This design comes from an exercise in tuning for small area, a short achievable clock period and few clock cycles per item on the open sky130 flow, not from production work. No run shown here included a check of the RTL's function; only the layout flow was run. Power and IR drop assume default switching activity.

==> flow/design.v <==
module sampledec(received,clk,start,ctrl,corrected,decodedOp,nerr,done);
  input [14:0] received; input clk; input start; input ctrl;
  output [7:0] corrected; output [1:0] nerr; output [14:0] decodedOp; output done;
  reg done_q, ctrl_q;
  always @(posedge clk) begin ctrl_q <= ctrl; if (start) done_q <= 1'b1; end
  assign done = done_q;
  wire t_1; bx2 u_t_1(.a(received[3]),.b(received[8]),.y(t_1));
  wire t_2; bx2 u_t_2(.a(received[4]),.b(received[14]),.y(t_2));
  wire t_3; bx2 u_t_3(.a(t_1),.b(t_2),.y(t_3));
  wire t_4; bx2 u_t_4(.a(received[5]),.b(received[10]),.y(t_4));
  wire t_5; bx2 u_t_5(.a(received[6]),.b(received[11]),.y(t_5));
  wire t_6; bx2 u_t_6(.a(t_4),.b(t_5),.y(t_6));
  wire x2; bx2 u_x2(.a(t_3),.b(t_6),.y(x2));
  wire t_7; bx2 u_t_7(.a(received[0]),.b(received[10]),.y(t_7));
  wire t_8; bx2 u_t_8(.a(t_7),.b(t_1),.y(t_8));
  wire t_9; bx2 u_t_9(.a(received[7]),.b(received[12]),.y(t_9));
  wire t_10; bx2 u_t_10(.a(received[9]),.b(received[14]),.y(t_10));
  wire t_11; bx2 u_t_11(.a(t_9),.b(t_10),.y(t_11));
  wire x6; bx2 u_x6(.a(t_8),.b(t_11),.y(x6));
  wire t_12; bx2 u_t_12(.a(t_4),.b(t_10),.y(t_12));
  wire t_13; bx2 u_t_13(.a(received[1]),.b(received[11]),.y(t_13));
  wire t_14; bx2 u_t_14(.a(received[2]),.b(received[12]),.y(t_14));
  wire t_15; bx2 u_t_15(.a(t_13),.b(t_14),.y(t_15));
  wire x8; bx2 u_x8(.a(t_12),.b(t_15),.y(x8));
  wire t_16; bx2 u_t_16(.a(received[3]),.b(received[13]),.y(t_16));
  wire t_17; bx2 u_t_17(.a(t_13),.b(t_16),.y(t_17));
  wire t_18; bx2 u_t_18(.a(t_2),.b(t_9),.y(t_18));
  wire x10; bx2 u_x10(.a(t_17),.b(t_18),.y(x10));
  wire u0; bx2 u_u0(.a(t_7),.b(received[5]),.y(u0));
  wire u1; bx2 u_u1(.a(t_5),.b(received[1]),.y(u1));
  wire u2; bx2 u_u2(.a(t_14),.b(received[7]),.y(u2));
  wire u3; bx2 u_u3(.a(t_16),.b(received[8]),.y(u3));
  wire u4; bx2 u_u4(.a(t_2),.b(received[9]),.y(u4));
  wire x3; bx2 u_x3(.a(x2),.b(x6),.y(x3));
  wire x0; bx2 u_x0(.a(x2),.b(x8),.y(x0));
  wire x4; bx2 u_x4(.a(x2),.b(x10),.y(x4));
  wire x14; bx2 u_x14(.a(x6),.b(x8),.y(x14));
  wire x7; bx2 u_x7(.a(x6),.b(x10),.y(x7));
  wire x1; bx2 u_x1(.a(x8),.b(x10),.y(x1));
  wire t_19; bx2 u_t_19(.a(u0),.b(u1),.y(t_19));
  wire t_20; bx2 u_t_20(.a(u2),.b(u3),.y(t_20));
  wire t_21; bx2 u_t_21(.a(u3),.b(u4),.y(t_21));
  wire t_22; bx2 u_t_22(.a(u1),.b(u2),.y(t_22));
  wire t_23; bx2 u_t_23(.a(u0),.b(u4),.y(t_23));
  wire w0; bx2 u_w0(.a(t_22),.b(t_21),.y(w0));
  wire w1; bx2 u_w1(.a(t_23),.b(t_20),.y(w1));
  wire w2; bx2 u_w2(.a(t_19),.b(t_21),.y(w2));
  wire w3; bx2 u_w3(.a(t_22),.b(t_23),.y(w3));
  wire w4; bx2 u_w4(.a(t_19),.b(t_20),.y(w4));
  wire s1z = ~(x2 | x6 | x8 | x10);
  wire s3z = (u0==u1) & (u1==u2) & (u2==u3) & (u3==u4);
  wire zz = s1z & s3z;
  wire c0 = x0 | x10;
  wire c1 = x1 | x6;
  wire c2 = x2 | x7;
  wire c3 = x3 | x8;
  wire c4 = x4 | x14;
  wire t_24; bx2 u_t_24(.a(x7),.b(w0),.y(t_24));
  wire t_25; bx2 u_t_25(.a(t_24),.b(c0),.y(t_25));
  wire t_26; bx2 u_t_26(.a(x1),.b(w1),.y(t_26));
  wire t_27; bx2 u_t_27(.a(t_26),.b(c1),.y(t_27));
  wire sz2 = x3 | zz;
  wire x11; bx2 u_x11(.a(x6),.b(x1),.y(x11));
  wire x13; bx2 u_x13(.a(x2),.b(x14),.y(x13));
  wire sz5 = x6 | zz;
  wire t_28; bx2 u_t_28(.a(x6),.b(w0),.y(t_28));
  wire t_29; bx2 u_t_29(.a(t_28),.b(c0),.y(t_29));
  wire t_30; bx2 u_t_30(.a(x2),.b(w4),.y(t_30));
  wire t_31; bx2 u_t_31(.a(t_30),.b(c4),.y(t_31));
  wire t_32; bx2 u_t_32(.a(x4),.b(w2),.y(t_32));
  wire t_33; bx2 u_t_33(.a(t_32),.b(c2),.y(t_33));
  wire sz9 = x10 | zz;
  wire t_34; bx2 u_t_34(.a(x8),.b(w3),.y(t_34));
  wire t_35; bx2 u_t_35(.a(t_34),.b(c3),.y(t_35));
  reg [14:0] r; reg [10:0] sq;
  always @(posedge clk) if (start) begin r <= received; sq <= {t_35, sz9, t_33, t_31, t_29, sz5, x13, x11, sz2, t_27, t_25}; end
  wire f0; bx2 u_f0(.a(sq[4]),.b(sq[6]),.y(f0));
  wire f2; bx2 u_f2(.a(sq[8]),.b(sq[9]),.y(f2));
  wire f3; bx2 u_f3(.a(sq[4]),.b(sq[10]),.y(f3));
  wire f4; bx2 u_f4(.a(sq[7]),.b(sq[9]),.y(f4));
  wire f5; bx2 u_f5(.a(sq[0]),.b(sq[4]),.y(f5));
  wire f6; bx2 u_f6(.a(sq[1]),.b(sq[3]),.y(f6));
  wire f7; bx2 u_f7(.a(sq[2]),.b(sq[8]),.y(f7));
  wire f9; bx2 u_f9(.a(sq[3]),.b(sq[7]),.y(f9));
  wire f10; bx2 u_f10(.a(sq[0]),.b(sq[5]),.y(f10));
  wire f11; bx2 u_f11(.a(sq[1]),.b(sq[5]),.y(f11));
  wire f12; bx2 u_f12(.a(sq[5]),.b(sq[8]),.y(f12));
  wire f13; bx2 u_f13(.a(sq[2]),.b(sq[10]),.y(f13));
  wire f14; bx2 u_f14(.a(sq[4]),.b(sq[7]),.y(f14));
  wire fl0; bnor4 u_fl0(.a(sq[10]),.b(f4),.c(f2),.d(sq[1]),.y(fl0));
  wire fl1; bnor4 u_fl1(.a(f9),.b(f5),.c(f3),.d(f2),.y(fl1));
  wire fl2; bnor4 u_fl2(.a(f10),.b(f6),.c(f4),.d(f3),.y(fl2));
  wire fl3; bnor4 u_fl3(.a(f11),.b(f7),.c(f5),.d(f4),.y(fl3));
  wire fl4; bnor4 u_fl4(.a(f12),.b(sq[10]),.c(f6),.d(f5),.y(fl4));
  wire fl5; bnor4 u_fl5(.a(f13),.b(f9),.c(f7),.d(f6),.y(fl5));
  wire fl6; bnor4 u_fl6(.a(f14),.b(f10),.c(sq[10]),.d(f7),.y(fl6));
  wire fl7; bnor4 u_fl7(.a(f0),.b(f11),.c(f9),.d(sq[10]),.y(fl7));
  wire fl8; bnor4 u_fl8(.a(sq[1]),.b(f12),.c(f10),.d(f9),.y(fl8));
  wire fl9; bnor4 u_fl9(.a(f2),.b(f13),.c(f11),.d(f10),.y(fl9));
  wire fl10; bnor4 u_fl10(.a(f3),.b(f14),.c(f12),.d(f11),.y(fl10));
  wire fl11; bnor4 u_fl11(.a(f4),.b(f0),.c(f13),.d(f12),.y(fl11));
  wire fl12; bnor4 u_fl12(.a(f5),.b(sq[1]),.c(f14),.d(f13),.y(fl12));
  wire fl13; bnor4 u_fl13(.a(f6),.b(f2),.c(f0),.d(f14),.y(fl13));
  wire fl14; bnor4 u_fl14(.a(f7),.b(f3),.c(sq[1]),.d(f0),.y(fl14));
  wire d0; bx2 u_d0(.a(r[0]),.b(fl0),.y(d0));
  wire d1; bx2 u_d1(.a(r[1]),.b(fl1),.y(d1));
  wire d2; bx2 u_d2(.a(r[2]),.b(fl2),.y(d2));
  wire d3; bx2 u_d3(.a(r[3]),.b(fl3),.y(d3));
  wire d4; bx2 u_d4(.a(r[4]),.b(fl4),.y(d4));
  wire d5; bx2 u_d5(.a(r[5]),.b(fl5),.y(d5));
  wire d6; bx2 u_d6(.a(r[6]),.b(fl6),.y(d6));
  wire d7; bx2 u_d7(.a(r[7]),.b(fl7),.y(d7));
  wire d8; bx2 u_d8(.a(r[8]),.b(fl8),.y(d8));
  wire d9; bx2 u_d9(.a(r[9]),.b(fl9),.y(d9));
  wire d10; bx2 u_d10(.a(r[10]),.b(fl10),.y(d10));
  wire d11; bx2 u_d11(.a(r[11]),.b(fl11),.y(d11));
  wire d12; bx2 u_d12(.a(r[12]),.b(fl12),.y(d12));
  wire d13; bx2 u_d13(.a(r[13]),.b(fl13),.y(d13));
  wire d14; bx2 u_d14(.a(r[14]),.b(fl14),.y(d14));
  assign decodedOp = {d14, d13, d12, d11, d10, d9, d8, d7, d6, d5, d4, d3, d2, d1, d0};
  wire ty0; bx2 u_ty0(.a(sq[5]),.b(sq[6]),.y(ty0));
  wire t_36; bx2 u_t_36(.a(sq[1]),.b(sq[3]),.y(t_36));
  wire ty1; bx2 u_ty1(.a(t_36),.b(sq[5]),.y(ty1));
  wire t_37; bx2 u_t_37(.a(sq[3]),.b(sq[4]),.y(t_37));
  wire ty2; bx2 u_ty2(.a(t_37),.b(sq[8]),.y(ty2));
  wire t_38; bx2 u_t_38(.a(sq[2]),.b(sq[4]),.y(t_38));
  wire ty3; bx2 u_ty3(.a(t_38),.b(sq[10]),.y(ty3));
  wire n0; bnor4 u_n0(.a(ty0),.b(ty1),.c(ty2),.d(ty3),.y(n0));
  wire n1; bn1 u_n1(.f({fl14, fl13, fl12, fl11, fl10, fl9, fl8, fl7, fl6, fl5, fl4, fl3, fl2, fl1, fl0}),.n0(n0),.y(n1));
  assign nerr = {n1, n0};
  wire co0; bmux u_co0(.s(ctrl_q),.a(d0),.b(d7),.y(co0));
  wire co1; bmux u_co1(.s(ctrl_q),.a(d1),.b(d8),.y(co1));
  wire co2; bmux u_co2(.s(ctrl_q),.a(d2),.b(d9),.y(co2));
  wire co3; bmux u_co3(.s(ctrl_q),.a(d3),.b(d10),.y(co3));
  wire co4; bmux u_co4(.s(ctrl_q),.a(d4),.b(d11),.y(co4));
  wire co5; bmux u_co5(.s(ctrl_q),.a(d5),.b(d12),.y(co5));
  wire co6; bmux u_co6(.s(ctrl_q),.a(d6),.b(d13),.y(co6));
  assign corrected = {decodedOp[14] & ctrl_q, co6, co5, co4, co3, co2, co1, co0};
endmodule
module bx2(input a, input b, output y); assign y = a ^ b; endmodule
module bnor4(input a, input b, input c, input d, output y); assign y = ~(a|b|c|d); endmodule
module bmux(input s, input a, input b, output y); assign y = s ? b : a; endmodule
module bn1(input [14:0] f, input n0, output y); assign y = (|f) & ~n0; endmodule
==> flow/flow/run.sh <==
#!/bin/bash
# The standard layout (standard.sh) with: every port buffered by one fixed cell type,
# power recovery (downsizing of non-critical cells) after global routing, and optional
# extra ORFS settings. The flow's full output goes to standard.log in this folder.
export BUFFER_PORTS_ARGS="-buffer_cell sky130_fd_sc_hd__buf_1"
export RECOVER_POWER=100

bash standard.sh > standard.log 2>&1
==> flow/standard.sh <==
#!/bin/bash
# synth_recipe.tcl (not shown) runs the flow's synth.tcl, then flattens the netlist and writes it again
# the make line also repeats each setting of config.mk as NAME=value (left out here)
make -C /OpenROAD-flow-scripts/flow DESIGN_CONFIG=/design/flow/config.mk WORK_HOME=/design/flow/orfs CLKGATE_MAP_FILE= SYNTH_SCRIPT=/design/flow/synth_recipe.tcl "${@:-finish}"
==> flow/config.mk <==
export PLATFORM = sky130hd
export DESIGN_NAME = sampledec
export DESIGN_NICKNAME = sampledec
export VERILOG_FILES = /design/flow/design.v
export SDC_FILE = /design/flow/constraint.sdc
export NUM_CORES = 4
export LEC_CHECK = 0
export CAP_MARGIN = 20
export CORE_MARGIN = 2
export CORE_UTILIZATION = 40
export SLEW_MARGIN = 20
export SYNTH_HIERARCHICAL = 1
==> flow/constraint.sdc <==
create_clock -name core_clock -period 7.0 [get_ports {clk}]
set_input_delay 1.4000 -clock core_clock [delete_from_list [all_inputs] [get_ports {clk}]]
set_output_delay 1.4000 -clock core_clock [all_outputs]
set_load 0.01 [all_outputs]
==> metrics.md, run 1 <==
| Metric | Value |
|---|---|
| Initial Utilization | `between 40% and 50%` |
| Main combinational cell family by area after synthesis | `XOR/XNOR gates` |
| ANT cells | `0` |
| Hold Crit Class | `primary input to flip-flop` |
| Clk slew on worst S/H paths | `0.09 ns` |
| Post-synth cell types | `18` |
| Slew @ Worst Pin | `1.30 ns` |
| Htree depth | `1` |
| Static Leak | `0.830 nW` |
| Dpl hpwl | `3460 um` |
| Kind of critical path | `flip-flop to output pin` |
| Period minus WS final | `3.67 ns` |
| CTS Hold Buffers Added | `0` |
| Post-synthesis simple-gate area fraction | `13.2%` |
| Die ar. | `about 0.0062 mm2` |
| Total wire length | `4160 um` |
| CP arrival | `approximately 2.3 ns` |
| Mux contribution to synthesized area | `under 10%` |
| CTS tree | `yes` |
| TritonRoute pass-1 iters | `4` |
| 1st-iter DRT viols | `just over 60` |
| Worst vdd ir | `between 0.1 and 0.15 mV` |
| Crit-path leading delay family | `simple AND/OR/NAND/NOR gates` |
| Startpoint types | `flip-flop` |
| Final setup vio count | `0` |
| Vias per std cell | `about 4.8` |
| Post-Layout Cell Count | `roughly 280` |
| Pwr Total | `between 1 and 1.5 mW` |
| CTS buffer count | `3` |
| Vias in the first global route | `roughly 1300` |
| Die height | `slightly below 80 um` |
| Post-Place Cells | `278` |
| Post-route cell area | `about 0.0022 mm2` |
| First-pass GRT wire length | `6590 um` |
| Complex-gate fraction of the synthesized area | `2.17%` |
| I/O pins | `44` |
| YS warnings | `7` |
| Post-DR wirelength/cell | `approximately 15 um` |
| Endpoints failing hold | `0` |
| # fillers | `568` |
| WP buf/inv | `1` |
| CTS root buf | `clkbuf_8` |
| Post-DRT Antenna Nets | `0` |
| Synth Net Count | `~200` |
| Avg Cell Area, Syn | `approximately 12 um2` |
| Fin. max-slew vios | `0` |
| Outcome | `finished clean` |
| Largest net degree at the start of global routing | `27` |
| Clock Tree Buf Depth | `2` |
| Rows | `27` |
| Core ar. | `0.00547 mm2` |
| Cell Area, Placed | `approximately 0.0023 mm2` |
| Gr usage total | `between 10% and 20%` |
| Critical Path Slowest Stage Cell | `nor4_1` |
| Fin nets | `229` |
| Relative slew margins | `between 10% and 20%` |
| Setup Buffers After CTS | `0` |
| Pwr/cell area | `459 mW/mm2` |
| Cell Area, Synth | `~0.0023 mm2` |
| Worst setup EP type | `output pin` |
| Sequential share of the synthesized area | `~36%` |
| Die width | `roughly 79 um` |
| # Max-Cap Violations | `0` |
| #FFs+latches synth | `27` |
| Area delta synth->final | `-0.833%` |
| Most frequent CP cell | `xor2_1` |
| GR Overflow Total | `0` |
| Post-synthesis adder-cell area fraction | `0%` |
| Initial antenna violation count | `0` |
| Post-CTS sizing | `0` |
| DRC Markers | `0` |
| Setup TNS | `0 ns` |
| WP data required | `~5.6 ns` |
| IO buf count | `42` |
| Fmax | `about 270 MHz` |
| CP Max Fanout | `6` |
| Via count | `~1300` |
| RSZ-0062 raised after global routing | `false` |
| Sink Count | `27` |
| Post-Syn Instances | `around 190` |
| GP Congestion | `~0.80` |
| Crit-path max cell delay | `a little under 0.6 ns` |
| Share of layout cells above drive strength 1 | `5.71%` |
| CP Cell Sequence | `xor2_1, nor4_1, xor2_1, mux2_1, buf_1` |
| Xor/xnor cell area share of the yosys netlist | `between 30% and 40%` |
| Crit share post-route | `between 50 and 60%` |
cells in the final DEF, fill, tap and decap left out:
| master | synthesis | final |
|---|---|---|
| a22oi_1 | 0 | 1 |
| a41oi_1 | 1 | 1 |
| and2_0 | 0 | 1 |
| and4_2 | 1 | 1 |
| buf_1 | 0 | 41 |
| clkbuf_1 | 0 | 2 |
| clkbuf_8 | 0 | 3 |
| clkinvlp_4 | 0 | 1 |
| conb_1 | 1 | 1 |
| dfxtp_1 | 1 | 1 |
| edfxtp_1 | 26 | 26 |
| inv_1 | 1 | 1 |
| mux2_1 | 0 | 7 |
| nor3_1 | 2 | 2 |
| nor3b_1 | 1 | 1 |
| nor4_1 | 3 | 19 |
| nor4_2 | 17 | 1 |
| o21bai_1 | 2 | 2 |
| o31ai_2 | 1 | 1 |
| or2_2 | 5 | 5 |
| xor2_1 | 92 | 92 |
modules after synthesis, one instance, submodules excluded:
module | flops+latches | area (um2)
sampledec | 27 | 1110
bn1 | 0 | 32.5
bmux | 0 | 15.0
bnor4 | 0 | 12.5
bx2 | 0 | 8.76
per-layer routing:
layer	wire length (um)	share of wire, %	global-route usage, %	vias to the layer above
met5	0	0	0	-
met4	53	1.3	4.66	0
met3	101	2.4	0.682	4
met2	1950	47	21.8	29
met1	2050	49	19.6	635
li1	-	-	-	672
path summary, 6_finish.rpt:
check | startpoint | slack, ns | cells after the start | end
hold / removal | ctrl | 1.22 | 1 | ctrl_q
setup / recovery | sq[4] | 3.33 | 5 | corrected[0]
Yosys cell counts, drive strengths merged:
cell    instances  area [um2]
edfxtp         26         781
mux2            7         105
and2            1        6.26
o21bai          2        15.0
a22oi           1        12.5
o31ai           1        12.5
a41oi           1        8.76
buf            25         188
or2             5        31.3
inv             1        3.75
nor4           20         231
and4            1        10.0
dfxtp           1        20.0
nor3b           1        7.51
xor2           92         806
conb            1        3.75
nor3            2        10.0
state kept, by name, indices dropped and copies added, names as in the netlist:
register  count
ctrl_q        1
r            15
sq           11
stage by stage:
stage / setup WS, ns / hold slack [ns] / utilization (%)
floorplan: 3.72 / 1.43 / -
global placement: 3.19 / 1.50 / 42.4
detailed placement: 3.15 / 1.50 / 42.4
CTS: 3.44 / 1.21 / 43.3
global route: 3.21 / 1.22 / 40.8
finish: 3.33 / 1.22 / 40.8
logic make-up after synthesis:
| group | after synthesis |
|---|---|
| xor+xnor | 92 |
| simple gates | 30 |
| flops | 27 |
| buf+inv | 26 |
| mux | 7 |
| compound gates | 5 |
| other cells | 1 |
area by class of cell:
class                      instances  area, um2  share of cell area (%)
clock buffer                       3       41.3                    1.85
clock inverter                     1       7.51                   0.336
inverter                           1       3.75                   0.168
multi-input combinational        135       1130                    50.5
sequential                        27        801                    35.9
tap                               72       90.1                    4.03
timing repair buffer              43        161                    7.23
where the power goes:
| group | switching [mW] | leakage (nW) | internal [mW] |
|---|---|---|---|
| clock | 0.0446 | 0.0217 | 0.0403 |
| combinational | 0.393 | 0.545 | 0.243 |
| sequential | 0.0565 | 0.263 | 0.248 |
==> inputs of run 2 (changes only) <==
--- a/flow/design.v
+++ b/flow/design.v
@@ -4,39 +4,39 @@
   reg done_q, ctrl_q;
   always @(posedge clk) begin ctrl_q <= ctrl; if (start) done_q <= 1'b1; end
   assign done = done_q;
-  wire t_1; bx2 u_t_1(.a(received[3]),.b(received[8]),.y(t_1));
-  wire t_2; bx2 u_t_2(.a(received[4]),.b(received[14]),.y(t_2));
+  wire t_1; bx2 u_t_1(.a(received[4]),.b(received[9]),.y(t_1));
+  wire t_2; bx2 u_t_2(.a(received[6]),.b(received[11]),.y(t_2));
   wire t_3; bx2 u_t_3(.a(t_1),.b(t_2),.y(t_3));
-  wire t_4; bx2 u_t_4(.a(received[5]),.b(received[10]),.y(t_4));
-  wire t_5; bx2 u_t_5(.a(received[6]),.b(received[11]),.y(t_5));
+  wire t_4; bx2 u_t_4(.a(received[0]),.b(received[5]),.y(t_4));
+  wire t_5; bx2 u_t_5(.a(received[7]),.b(received[12]),.y(t_5));
   wire t_6; bx2 u_t_6(.a(t_4),.b(t_5),.y(t_6));
-  wire x2; bx2 u_x2(.a(t_3),.b(t_6),.y(x2));
+  wire x3; bx2 u_x3(.a(t_3),.b(t_6),.y(x3));
   wire t_7; bx2 u_t_7(.a(received[0]),.b(received[10]),.y(t_7));
-  wire t_8; bx2 u_t_8(.a(t_7),.b(t_1),.y(t_8));
-  wire t_9; bx2 u_t_9(.a(received[7]),.b(received[12]),.y(t_9));
+  wire t_8; bx2 u_t_8(.a(received[3]),.b(received[8]),.y(t_8));
+  wire t_9; bx2 u_t_9(.a(t_7),.b(t_8),.y(t_9));
   wire t_10; bx2 u_t_10(.a(received[9]),.b(received[14]),.y(t_10));
-  wire t_11; bx2 u_t_11(.a(t_9),.b(t_10),.y(t_11));
-  wire x6; bx2 u_x6(.a(t_8),.b(t_11),.y(x6));
-  wire t_12; bx2 u_t_12(.a(t_4),.b(t_10),.y(t_12));
-  wire t_13; bx2 u_t_13(.a(received[1]),.b(received[11]),.y(t_13));
-  wire t_14; bx2 u_t_14(.a(received[2]),.b(received[12]),.y(t_14));
-  wire t_15; bx2 u_t_15(.a(t_13),.b(t_14),.y(t_15));
-  wire x8; bx2 u_x8(.a(t_12),.b(t_15),.y(x8));
-  wire t_16; bx2 u_t_16(.a(received[3]),.b(received[13]),.y(t_16));
-  wire t_17; bx2 u_t_17(.a(t_13),.b(t_16),.y(t_17));
-  wire t_18; bx2 u_t_18(.a(t_2),.b(t_9),.y(t_18));
-  wire x10; bx2 u_x10(.a(t_17),.b(t_18),.y(x10));
+  wire t_11; bx2 u_t_11(.a(t_5),.b(t_10),.y(t_11));
+  wire x6; bx2 u_x6(.a(t_9),.b(t_11),.y(x6));
+  wire t_12; bx2 u_t_12(.a(received[8]),.b(received[13]),.y(t_12));
+  wire t_13; bx2 u_t_13(.a(t_1),.b(t_12),.y(t_13));
+  wire t_14; bx2 u_t_14(.a(received[1]),.b(received[11]),.y(t_14));
+  wire t_15; bx2 u_t_15(.a(t_7),.b(t_14),.y(t_15));
+  wire x7; bx2 u_x7(.a(t_13),.b(t_15),.y(x7));
+  wire t_16; bx2 u_t_16(.a(received[2]),.b(received[7]),.y(t_16));
+  wire t_17; bx2 u_t_17(.a(t_16),.b(t_8),.y(t_17));
+  wire t_18; bx2 u_t_18(.a(t_4),.b(t_14),.y(t_18));
+  wire x14; bx2 u_x14(.a(t_17),.b(t_18),.y(x14));
   wire u0; bx2 u_u0(.a(t_7),.b(received[5]),.y(u0));
-  wire u1; bx2 u_u1(.a(t_5),.b(received[1]),.y(u1));
-  wire u2; bx2 u_u2(.a(t_14),.b(received[7]),.y(u2));
-  wire u3; bx2 u_u3(.a(t_16),.b(received[8]),.y(u3));
-  wire u4; bx2 u_u4(.a(t_2),.b(received[9]),.y(u4));
-  wire x3; bx2 u_x3(.a(x2),.b(x6),.y(x3));
-  wire x0; bx2 u_x0(.a(x2),.b(x8),.y(x0));
-  wire x4; bx2 u_x4(.a(x2),.b(x10),.y(x4));
-  wire x14; bx2 u_x14(.a(x6),.b(x8),.y(x14));
-  wire x7; bx2 u_x7(.a(x6),.b(x10),.y(x7));
-  wire x1; bx2 u_x1(.a(x8),.b(x10),.y(x1));
+  wire u1; bx2 u_u1(.a(t_2),.b(received[1]),.y(u1));
+  wire u2; bx2 u_u2(.a(t_16),.b(received[12]),.y(u2));
+  wire u3; bx2 u_u3(.a(t_12),.b(received[3]),.y(u3));
+  wire u4; bx2 u_u4(.a(t_1),.b(received[14]),.y(u4));
+  wire x2; bx2 u_x2(.a(x3),.b(x6),.y(x2));
+  wire x4; bx2 u_x4(.a(x3),.b(x7),.y(x4));
+  wire x0; bx2 u_x0(.a(x3),.b(x14),.y(x0));
+  wire x10; bx2 u_x10(.a(x6),.b(x7),.y(x10));
+  wire x8; bx2 u_x8(.a(x6),.b(x14),.y(x8));
+  wire x1; bx2 u_x1(.a(x7),.b(x14),.y(x1));
   wire t_19; bx2 u_t_19(.a(u0),.b(u1),.y(t_19));
   wire t_20; bx2 u_t_20(.a(u2),.b(u3),.y(t_20));
   wire t_21; bx2 u_t_21(.a(u3),.b(u4),.y(t_21));
@@ -47,7 +47,7 @@
   wire w2; bx2 u_w2(.a(t_19),.b(t_21),.y(w2));
   wire w3; bx2 u_w3(.a(t_22),.b(t_23),.y(w3));
   wire w4; bx2 u_w4(.a(t_19),.b(t_20),.y(w4));
-  wire s1z = ~(x2 | x6 | x8 | x10);
+  wire s1z = ~(x3 | x6 | x7 | x14);
   wire s3z = (u0==u1) & (u1==u2) & (u2==u3) & (u3==u4);
   wire zz = s1z & s3z;
   wire c0 = x0 | x10;
@@ -61,7 +61,7 @@
   wire t_27; bx2 u_t_27(.a(t_26),.b(c1),.y(t_27));
   wire sz2 = x3 | zz;
   wire x11; bx2 u_x11(.a(x6),.b(x1),.y(x11));
-  wire x13; bx2 u_x13(.a(x2),.b(x14),.y(x13));
+  wire x13; bx2 u_x13(.a(x3),.b(x8),.y(x13));
   wire sz5 = x6 | zz;
   wire t_28; bx2 u_t_28(.a(x6),.b(w0),.y(t_28));
   wire t_29; bx2 u_t_29(.a(t_28),.b(c0),.y(t_29));
==> run 2 against run 1 <==
Net effect: combinational power is 1% higher; worst setup slack worse by 0.025 ns; global-route usage increased by 0.64 points; still clean on timing, DRC and antenna.
==> metrics.md, run 2 <==
| Metric | Value |
|---|---|
| Most frequent CP cell | `xor2_1` |
| EDFF count, synth | `26 (unchanged)` |
| Period minus WS final | `3.69 ns (+0.0254 ns)` |
| Clock Tree Buf Depth | `2 (unchanged)` |
| RSZ-0062 raised after global routing | `false` |
| WP data required | `5.60 ns (about the same)` |
| Most common cell in the netlist | `xor2_1` |
| Int Pwr | `0.533 mW (+0.40%)` |
| Reg power frac | `29.5% (-0.2 points)` |
| Hold Crit Class | `primary input to flip-flop` |
| Comb power frac | `62.2% (+0.2 points)` |
| Yosys top cell by area | `xor2_1` |
| Kind of critical path | `flip-flop to output pin` |
| Commonest cells post-synth | `xor2_1 (92), edfxtp_1 (26), buf_4 (25), nor4_2 (17), mux2_4 (7)` |
| # Max-Cap Violations | `0 (unchanged)` |
| Most frequent cells in the layout | `xor2_1 (92), buf_1 (41), edfxtp_1 (26)` |
| Post-DR wirelength/cell | `14.9 um (+1.3%)` |
| First-pass GRT wire length | `6850 um (+4.0%)` |
| Pwr/cell area | `464 mW/mm2 (+1.0%)` |
| Relative slew margins | `8.00% (-5.7 points)` |
| CP Cell Sequence | `xor2_1, nor4_1, xor2_1, mux2_1, buf_1` |
| TritonRoute pass-1 iters | `4 (unchanged)` |
| Gr usage total | `14.2% (+0.64 points)` |
| Hold Startpoint | `ctrl` |
| GP Congestion | `0.902 (+12%)` |
| Area delta synth->final | `-0.944%` |
| Outcome | `finished clean` |
| Worst setup EP type | `output pin` |
| Area contributors post-synth | `xor2_1 (36%), edfxtp_1 (35%), nor4_2 (9.4%)` |
| Clk slew on worst S/H paths | `0.09 ns (about the same)` |
| Post-CTS sizing | `0 (unchanged)` |
| Initial Utilization | `41.2% (unchanged)` |
| Htree depth | `1 (unchanged)` |
| Setup ws final | `3.31 ns (-0.0254 ns)` |
| Avg Cell Area, Syn | `12.0 um2 (unchanged)` |
| CTS Hold Buffers Added | `0 (unchanged)` |
| Crit share post-route | `52.7% (+0.36 points)` |
| Main combinational cell family by area after synthesis | `XOR/XNOR gates` |
| Fin. max-slew vios | `0 (unchanged)` |
| Initial antenna violation count | `0 (unchanged)` |
| Die width | `79.0 um (unchanged)` |
| Sequential share of the synthesized area | `35.6% (unchanged)` |
| Crit-path max cell delay | `0.63 ns (+0.04 ns)` |
| Share of layout cells above drive strength 1 | `5.71% (unchanged)` |
| CTS root buf | `clkbuf_8` |
| GR Overflow Total | `0 (unchanged)` |
| Crit-path leading delay family | `simple AND/OR/NAND/NOR gates` |
| Most common cell after layout, fill and taps aside | `xor2_1` |
| Static Leak | `0.834 nW (+0.54%)` |
| CTS buffer count | `3 (unchanged)` |
| #FFs+latches synth | `27 (unchanged)` |
| CP arrival | `2.29 ns (+0.02 ns)` |
| Clk network pwr share | `8.2% (about the same)` |
| CTS tree | `yes` |
| Final setup vio count | `0 (unchanged)` |
| YS warnings | `7 (unchanged)` |
| Dpl ws | `3.13 ns (-0.0245 ns)` |
| Synth Net Count | `206 (unchanged)` |
| Sink Count | `27 (unchanged)` |
| Largest net degree at the start of global routing | `27 (unchanged)` |
| Endpoints failing hold | `0 (unchanged)` |
| Fmax | `271 MHz (-0.69%)` |
| Startpoint types | `flip-flop` |
| Dpl hpwl | `3490 um (+0.83%)` |
| DRC Markers | `0 (unchanged)` |
| Cell Area, Synth | `0.00225 mm2 (unchanged)` |
| Slew @ Worst Pin | `1.38 ns (+0.0850 ns)` |
| Rows | `27 (unchanged)` |
| ANT cells | `0 (unchanged)` |
| Post-synth cell types | `18 (unchanged)` |
| 1st-iter DRT viols | `32 (-48%)` |
| Via count | `1348 (+0.60%)` |
| Post-DRT Antenna Nets | `0 (unchanged)` |
| Die height | `79.0 um (unchanged)` |
| Core ar. | `0.00547 mm2 (unchanged)` |
| Setup TNS | `0 ns (unchanged)` |
| Sw frac | `48.5% (+0.27 points)` |
| Post-synthesis adder-cell area fraction | `0% (unchanged)` |
| Vias per std cell | `4.78 (+0.60%)` |
| CP Max Fanout | `7 (+1)` |
| WP buf/inv | `1 (unchanged)` |
| Xor/xnor cell area share of the yosys netlist | `35.8% (unchanged)` |
| Biggest regs | `r x15, sq x11, ctrl_q x1` |
| Post-synthesis simple-gate area fraction | `13.2% (unchanged)` |
| Mux contribution to synthesized area | `4.67% (unchanged)` |
| Top_reg_cell synth | `edfxtp_1` |
| Worst Hold Depth | `1 (unchanged)` |
| Die ar. | `0.00625 mm2 (unchanged)` |
| Post-Syn Instances | `188 (unchanged)` |
| IO buf count | `42 (unchanged)` |
| I/O pins | `44 (unchanged)` |
| Setup Buffers After CTS | `0 (unchanged)` |
| NetSw | `0.502 mW (+1.5%)` |
| Max reg flops | `15 (unchanged)` |
| Area share of the largest cell type after synthesis | `35.8% (unchanged)` |
| Vias in the first global route | `1310 (+0.46%)` |
| Hold endpoint | `ctrl_q` |
| Total wire length | `4210 um (+1.3%)` |
| Register name with the most flops | `r` |
| Worst vdd ir | `0.184 mV (+24%)` |
| # fillers | `574 (+1.1%)` |
| Fin nets | `229 (unchanged)` |
| Critical Path Slowest Stage Cell | `nor4_1` |
| Complex-gate fraction of the synthesized area | `2.17% (unchanged)` |
| Synth async-reset ratio | `0% (unchanged)` |
-- run 2: cells by family (layout without fill, tap and decap cells) --
logic type | after synthesis | in the layout
AO/OA/AOI/OAI | 5 | 5
AND/OR/NAND/NOR | 30 | 30
flip-flops | 27 | 27
other | 1 | 1
XOR/XNOR | 92 | 92
buffers and inverters | 26 | 48
multiplexers | 7 | 7
-- run 2: metal layers --
metal / GRT usage [%] / wire length (um) / up-vias
met4: 5.17 / 108 / 0
met3: 1.48 / 104 / 10
met2: 23.1 / 1920 / 32
met5: 0 / 0 / -
li1: - / - / 672
met1: 19.7 / 2080 / 634
-- run 2: per-module statistics from Yosys, one instance, submodules excluded --
module | copies in the design | cells | area [um2]
bn1 | 1 | 5 | 32.5
bmux | 7 | 1 | 15.0
sampledec | 1 | 68 | 1110
bx2 | 92 | 1 | 8.76
bnor4 | 16 | 1 | 12.5
-- run 2: cell type report --
cell class              count  area [um2]  area share, %
multi-input cells         135        1130           50.6
well taps                  72        90.1           4.04
clock inverters             1        5.00          0.224
inverters                   1        3.75          0.168
clock buffers               3        41.3           1.85
flip-flops and latches     27         801           35.9
repair buffers             43         161           7.24
-- run 2: power by group through the flow --
stage,logic (mW),clock network [mW],registers (mW)
floorplan,0.684,0,0.299
global placement,0.729,0,0.315
detailed placement,0.733,0,0.313
CTS,0.735,0.0875,0.309
global route,0.710,0.0966,0.312
finish,0.644,0.0852,0.306
-- run 2: worst max-delay path by stage --
stage	from	to	slack, ns	depth (start not counted)
4_1_cts	received[0]	sq[10]	3.42	7
2_1_floorplan	received[10]	sq[10]	3.59	6
5_1_grt	sq[1]	corrected[0]	3.15	5
3_3_place_gp	received[8]	sq[10]	3.14	7
6_report	sq[1]	corrected[0]	3.31	5
3_5_place_dp	received[0]	sq[10]	3.13	7
-- run 2: through the flow --
step                      hold slack (ns)  utilization [%]  instances  instance area (um2)  power (mW)
after floorplan                      1.43                -        188                 2250       0.983
after global placement               1.49             42.4        278                 2320        1.04
after detailed placement             1.50             42.4        278                 2320        1.05
after CTS                            1.21             43.2        282                 2370        1.13
after global routing                 1.21             40.8        282                 2230        1.12
final                                1.22             40.8        282                 2230        1.03

what the ideal ports hide:
The flow's constraints put no driver on any port. The routed layouts listed below were extracted and timed again, unchanged, in two steps. Step 1, drivers: a clkbuf_16 drives clk and a buf_2 each remaining input, both assumed. Step 2 adds t to the input delays and takes it off the output delays; t is the mean of the earliest and latest rising clock arrival at the registers after step 1. Input paths then give back, and output paths get back, about the clock's delay inside the block. Three values: ideal ports, drivers, drivers and shift; two values: the first two.
run | t (ns) | setup slack, ns | worst register clock-pin slew, ns
run 1 | 0.288 | 3.334 / 3.309 / 3.148 | 0.09 / 0.09
run 2 | 0.290 | 3.309 / 3.283 / 3.115 | 0.09 / 0.09
After both steps every run listed still meets setup and hold. For run 2, which loses most, drivers alone change the setup slack by -0.026 ns; drivers and shift together by -0.194 ns.
